Background: an optimization exercise with open tools, aiming at small area. Do not read the settings as production practice. Function not checked in this run: the RTL went through the layout flow alone. No activity file was given, so power comes from the tool's default toggle rates.

<file path="flow/constraint.sdc">
create_clock -name core_clock -period 10.0 [get_ports {clk}]
set_input_delay 2.0000 -clock core_clock [delete_from_list [all_inputs] [get_ports {clk}]]
set_output_delay 2.0000 -clock core_clock [all_outputs]
set_load 0.01 [all_outputs]
</file>
<file path="flow/design.v">
`default_nettype none
module uart_core
#(
    parameter DELAY_FRAMES = 2700
)
(
    input wire clk, reset,
    input wire uart_rx,
    output reg uart_tx,
    input wire tx_send,
    input wire [7:0] tx_data_in,
    input wire tx_data_in_en,
    output reg tx_fifo_overflow,
    output wire tx_done,
    output wire [7:0] rx_data_in,
    output wire byteReady
);
localparam HALF_DELAY_WAIT = (DELAY_FRAMES / 2);
function [11:0] lfsr_step(input [11:0] s);
    lfsr_step = {s[10:0], s[11] ^ s[10] ^ s[9] ^ s[3]};
endfunction
function [11:0] lfsr_adv(input [11:0] s, input integer n);
    integer k;
    begin
        lfsr_adv = s;
        for (k = 0; k < n; k = k + 1)
            lfsr_adv = lfsr_step(lfsr_adv);
    end
endfunction
function [11:0] lfsr_find(input integer n);
    integer k;
    reg [11:0] y;
    reg found;
    begin
        found = 1'b0;
        lfsr_find = 12'd0;
        for (k = 0; k < 4096 && !found; k = k + 1) begin
            y = 12'd1708 + k;
            if (y != 12'd0 && (lfsr_step(lfsr_adv(y, n - 1)) ^ 12'd1) == y) begin
                lfsr_find = y;
                found = 1'b1;
            end
        end
    end
endfunction
localparam [11:0] C_ZERO  = lfsr_find(DELAY_FRAMES);
localparam [11:0] C_LAST  = lfsr_adv(C_ZERO, DELAY_FRAMES - 1);
localparam [11:0] C_LAST2 = lfsr_adv(C_ZERO, DELAY_FRAMES - 2);
localparam [11:0] C_RXST  = lfsr_adv(C_ZERO, DELAY_FRAMES - HALF_DELAY_WAIT);
function [11:0] cnt_step(input [11:0] s);
    cnt_step = lfsr_step(s) ^ {11'd0, s == C_LAST};
endfunction
reg rx_busy;
reg [11:0] rx_cnt;
reg [3:0] rx_bit;
reg [7:0] dataIn;
assign rx_data_in = dataIn;
wire rx_wrap = (rx_cnt == C_LAST);
wire rx_end  = (rx_cnt == C_LAST2) && (rx_bit == 4'd9);
assign byteReady = !rx_busy && (rx_bit == 4'd9);
always @(posedge clk) begin
    if (reset)
        rx_busy <= 1'b0;
    else if (!rx_busy)
        rx_busy <= !uart_rx;
    else if (rx_end)
        rx_busy <= 1'b0;
end
always @(posedge clk) begin
    if (reset || !rx_busy) begin
        rx_cnt <= C_RXST;
        rx_bit <= 4'd0;
    end else begin
        rx_cnt <= cnt_step(rx_cnt);
        if (rx_wrap)
            rx_bit <= rx_bit + 4'd1;
    end
end
always @(posedge clk) begin
    if (reset)
        dataIn <= 8'd0;
    else if (rx_busy && rx_wrap && rx_bit != 4'd0)
        dataIn <= {uart_rx, dataIn[7:1]};
end
reg [7:0] r [0:15];
reg [4:0] tp, hp;
wire deq;
wire [4:0] tp1 = tp + 5'd1;
wire [4:0] hp1 = hp + 5'd1;
wire empty = (hp == tp);
wire full  = (hp == (tp ^ 5'd16));
wire last  = (hp == tp1);
wire wr = tx_data_in_en && (!full || deq);
integer i;
always @(posedge clk) begin
    for (i = 0; i < 16; i = i + 1)
        if (wr && tp1[3:0] == i)
            r[i] <= (i % 2) ? ~tx_data_in : tx_data_in;
        else
            r[i] <= ~r[(i + 15) % 16];
end
always @(posedge clk) begin
    if (reset) begin
        tp <= 5'd0;
        hp <= 5'd0;
    end else begin
        tp <= wr ? tp : tp1;
        hp <= deq ? hp : hp1;
    end
end
always @(posedge clk) begin
    if (reset)
        tx_fifo_overflow <= 1'b0;
    else if (tx_data_in_en && full && !deq)
        tx_fifo_overflow <= 1'b1;
end
reg tx_busy;
reg [11:0] tx_cnt;
reg [3:0] tx_ph;
reg tx_cap;
wire [7:0] h15 = ~r[15];
wire [2:0] tx_nb = tx_ph[2:0] + 3'd1;
wire tx_wrap = (tx_cnt == C_LAST);
wire tx_end  = (tx_cnt == C_LAST2) && (tx_ph == 4'd8);
assign deq = tx_busy && tx_end;
wire tx_start = !tx_busy && tx_send && !empty;
assign tx_done = !tx_busy && tx_ph[3];
always @(posedge clk) begin
    if (reset)
        tx_busy <= 1'b0;
    else if (tx_start)
        tx_busy <= 1'b1;
    else if (deq && last)
        tx_busy <= 1'b0;
end
always @(posedge clk) begin
    if (!tx_busy)
        tx_cnt <= C_LAST;
    else
        tx_cnt <= cnt_step(tx_cnt);
end
always @(posedge clk) begin
    if (reset)
        tx_ph <= 4'd0;
    else if (tx_start)
        tx_ph <= 4'd8;
    else if (tx_busy && tx_wrap)
        tx_ph <= (tx_ph == 4'd8) ? 4'd15 : tx_ph + 4'd1;
end
always @(posedge clk) begin
    if (hp[3:0] == 4'd15)
        tx_cap <= h15[tx_nb];
end
always @(posedge clk) begin
    if (reset)
        uart_tx <= 1'b1;
    else if (tx_busy && tx_wrap)
        uart_tx <= (tx_ph == 4'd8) ? 1'b0 : (tx_ph == 4'd7) ? 1'b1 : tx_cap;
end
endmodule
</file>
<file path="flow/run.sh">
#!/bin/bash
# synth_recipe.tcl (not shown) runs the flow's synth.tcl, then flattens the netlist and writes it again
# the make line also repeats each setting of config.mk as NAME=value (left out here)
make -C /OpenROAD-flow-scripts/flow DESIGN_CONFIG=/design/flow/config.mk WORK_HOME=/design/flow/orfs CLKGATE_MAP_FILE= SYNTH_SCRIPT=/design/flow/synth_recipe.tcl finish
</file>
<file path="flow/config.mk">
export PLATFORM = sky130hd
export DESIGN_NAME = uart_core
export DESIGN_NICKNAME = uart_core
export VERILOG_FILES = /design/flow/design.v
export SDC_FILE = /design/flow/constraint.sdc
export NUM_CORES = 4
export LEC_CHECK = 0
export CAP_MARGIN = 20
export CORE_MARGIN = 2
export CORE_UTILIZATION = 40
export PLACE_DENSITY = 0.6
export SLEW_MARGIN = 20
</file>
==> reports/metrics.csv <==
metric;value;unit
status;complete, no violations;
Worst setup EP type;output pin;
final setup TNS;0;ns
NumNets Final;633;
IO Port Bufs;24;
largest net degree at the start of global routing;27;
Req. time, crit path;8.00;ns
Power Internal;1360;uW
Ports;25;
CTS buffer count;17;
CTS tree;done;
Antenna diodes;0;
number of enable flip-flop cells after synthesis;1;
via count;4227;
post-synthesis cell count;587;
CP arrival;1.85;ns
Peak Freq;260;MHz
final HPWL from detailed placement;9580;um
row count;47;
area grow syn2layout;14.8;%
Startpoint Class;flip-flop;
max_cap viols;0;
net switching power;462;uW
number of non-filler instances in the completed layout;838;
min cycle time layout;3.85;ns
cell at the root of the clock tree;clkbuf_16;
count of final hold-check violations;0;
Routed WL;13900;um
FF+latch count, synth;183;
RSZ-0062 raised after global routing;false;
Chip Width;135;um
Comb power frac;10.3;%
antenna violations before repair;0;
final hold slack;0.403;ns
first-pass GRT wire length;22700;um
worst min path class;flip-flop to flip-flop;
cts hold-fix bufs;0;
Post-CTS Setup Inserts;0;
Post-synth ARST share;0;%
vias per cell;5.04;
Core Footprint;0.0166;sq mm
ANT nets after route;0;
final period utilization;38.5;%
ys flop type;dfxtp_1;
crit path kind;flip-flop to output pin;
Sw Ratio;25.3;%
Rel. slew slack;29.9;%
Worst-Skew Late Latency;0.44;ns
Mapped Avg Cell Area;11.6;sq um
Worst Clk Skew;0.0136;ns
Mapped Area;0.00682;sq mm
Total GRT Usage;16.3;%
layout cells sized above 1;8.41;%
sequential share of power;53.1;%
DRT Pass-1 Iters;5;
CP Max Fanout;5;
dpl cell area;0.00722;sq mm
Remaining Overflow, GRT;0;
Peak VDD IR;0.000149;V
CTS resizes;0;
Placer Congestion;0.761;
final setup fails;0;
initial DRC count;279;
Unique masters post-synth;48;
Final Cell Area;0.00782;sq mm
H-tree levels;4;
Final Max Slew Viols;0;
Sink Count;183;
Syn Nets;615;
vias in the first global route;4204;
Routed WL per cell;16.6;um
Die Area;0.0181;sq mm
register area share after synthesis;53.9;%
number of synthesis warnings;2;
Clock power frac;36.6;%
Slew @ Worst Pin;1.05;ns
die height;135;um
clock tree buffer depth;2;
Placed Cells;806;
post-route DRC violation count;0;
PD cells;233;mW/mm^2
clock transition at the registers of the reported paths;0.07;ns
Leakage Power;0.00282;uW
Initial Util;41.0;%
-- path summary, 6_finish.rpt --
kind,depth (start not counted),slack (ns),from,endpoint
setup / recovery,4,6.15,rx_bit[0],byteReady
hold / removal,1,0.40,r[10][6],r[11][6]
setup reg to reg,8,6.69,tx_ph[0],r[11][7]
hold reg to reg,1,0.40,r[10][6],r[11][6]
-- worst max-delay path, stage by stage (launching register included) --
cell             delay, ns
dfxtp_1               0.42
ha_1                  0.17
nand2_1               0.07
nor3_1                0.19
clkdlybuf4s50_1       0.57
-- layout make-up --
cell class / count / area [sq um]
clock inverter: 14 / 155
sequential: 183 / 3670
timing repair buffer: 27 / 263
multi-input combinational: 355 / 2940
tap: 220 / 275
fill: 1511 / 8820
clock buffer: 18 / 439
inverter: 21 / 78.8
-- per-layer routing --
| metal | up-vias | track usage [%] | wire [um] |
|---|---|---|---|
| li1 | 2093 | - | - |
| met5 | - | 0 | 0 |
| met4 | 0 | 4.91 | 179 |
| met1 | 2051 | 23.5 | 7110 |
| met2 | 66 | 23.8 | 6030 |
| met3 | 17 | 4.50 | 592 |
-- synthesized netlist by cell type, drive strengths merged, types with 3 or more instances --
library cell	count	area, sq um
nand3	9	45.0
and3b	3	26.3
nor4	11	210
nand4bb	4	45.0
and2	13	81.3
dfxtp	182	3640
a21oi	13	65.1
nor2	42	158
clkbuf	16	60.1
buf	12	73.8
mux2i	107	1070
nand2	14	52.6
or3	5	31.3
ha	15	188
nand3b	3	35.0
a22oi	32	240
nor3	4	31.3
nor2b	7	43.8
nand2b	14	87.6
o21ai	6	30.0
nand4	5	31.3
xnor2	16	159
inv	21	78.8
xor2	10	87.6
-- registers in the layout (all words and copies together), names as in the netlist --
signal            flops
tp                    5
rx_bit                4
rx_busy               1
rx_cnt               12
uart_tx               1
tx_ph                 4
hp                    5
tx_fifo_overflow      1
tx_cnt               12
r                   128
dataIn                8
tx_busy               1
tx_cap                1
-- placed cells by master (no fill, tap or decap), types with 3 or more instances in the layout --
cell type / instances
ha_1: 15
nand4_1: 5
clkdlybuf4s50_1: 24
nor4_4: 9
or3_1: 5
nor2b_1: 7
inv_6: 4
nor3_1: 3
dfxtp_1: 182
nand4bb_1: 4
xnor2_1: 14
o21ai_0: 6
nor2_1: 42
and3b_1: 3
clkbuf_16: 17
xor2_1: 10
inv_8: 4
buf_4: 3
a21oi_1: 13
mux2i_1: 107
nand2b_1: 14
a22oi_1: 32
inv_1: 21
nand3_1: 9
and2_1: 13
nand2_1: 14
-- through the flow --
| stage | worst slack [ns] | power (uW) | util [%] |
|---|---|---|---|
| after global routing | 6.04 | 1910 | 47.0 |
| after CTS | 6.15 | 1840 | 47.0 |
| after floorplan | 6.61 | 1100 | - |
| after global placement | 5.84 | 1160 | 43.4 |
| after detailed placement | 5.80 | 1170 | 43.4 |
| final | 6.15 | 1820 | 47.0 |
-- cells by family after synthesis --
kind of cell / Yosys count / share of synthesized area [%]
simple gates: 143 / 14.0
xor+xnor: 26 / 3.62
buf+inv: 49 / 3.12
mux: 109 / 16.4
fa+ha+maj: 15 / 2.75
flops: 183 / 53.9
compound gates: 62 / 6.21
-- power by group through the flow --
| stage | logic (uW) | clock network, uW | registers (uW) |
|---|---|---|---|
| finish | 188 | 668 | 969 |
| global placement | 180 | 0 | 984 |
| detailed placement | 188 | 0 | 983 |
| global route | 210 | 715 | 984 |
| floorplan | 147 | 0 | 956 |
| CTS | 190 | 680 | 969 |

[port drivers added, routing unchanged]
How much do the figures lean on ideal ports? The routed layout below was timed once more, with nothing changed but the port constraints.
Step 1: set_driving_cell puts a clkbuf_16 on clk and a buf_2 on each other input, an assumption about the parent block.
Step 2 times the ports against the registers' clock, not the clock port: input delays grow and output delays shrink by t, the midpoint of the rising clock arrivals with the driver on.
Three values: ideal, step 1, step 2; two values: the first two.
t (ns): 0.472
setup slack, ns: 6.155 / 6.113 / 5.763
worst setup path after step 2: input to register
slew at the worst register clock pin (ns): 0.08 / 0.08
worst slew at a driven data input, ns: 0.03
After both steps setup and hold are still met in this run. The setup slack of this run moves by -0.042 ns with the drivers and by -0.392 ns with both steps.
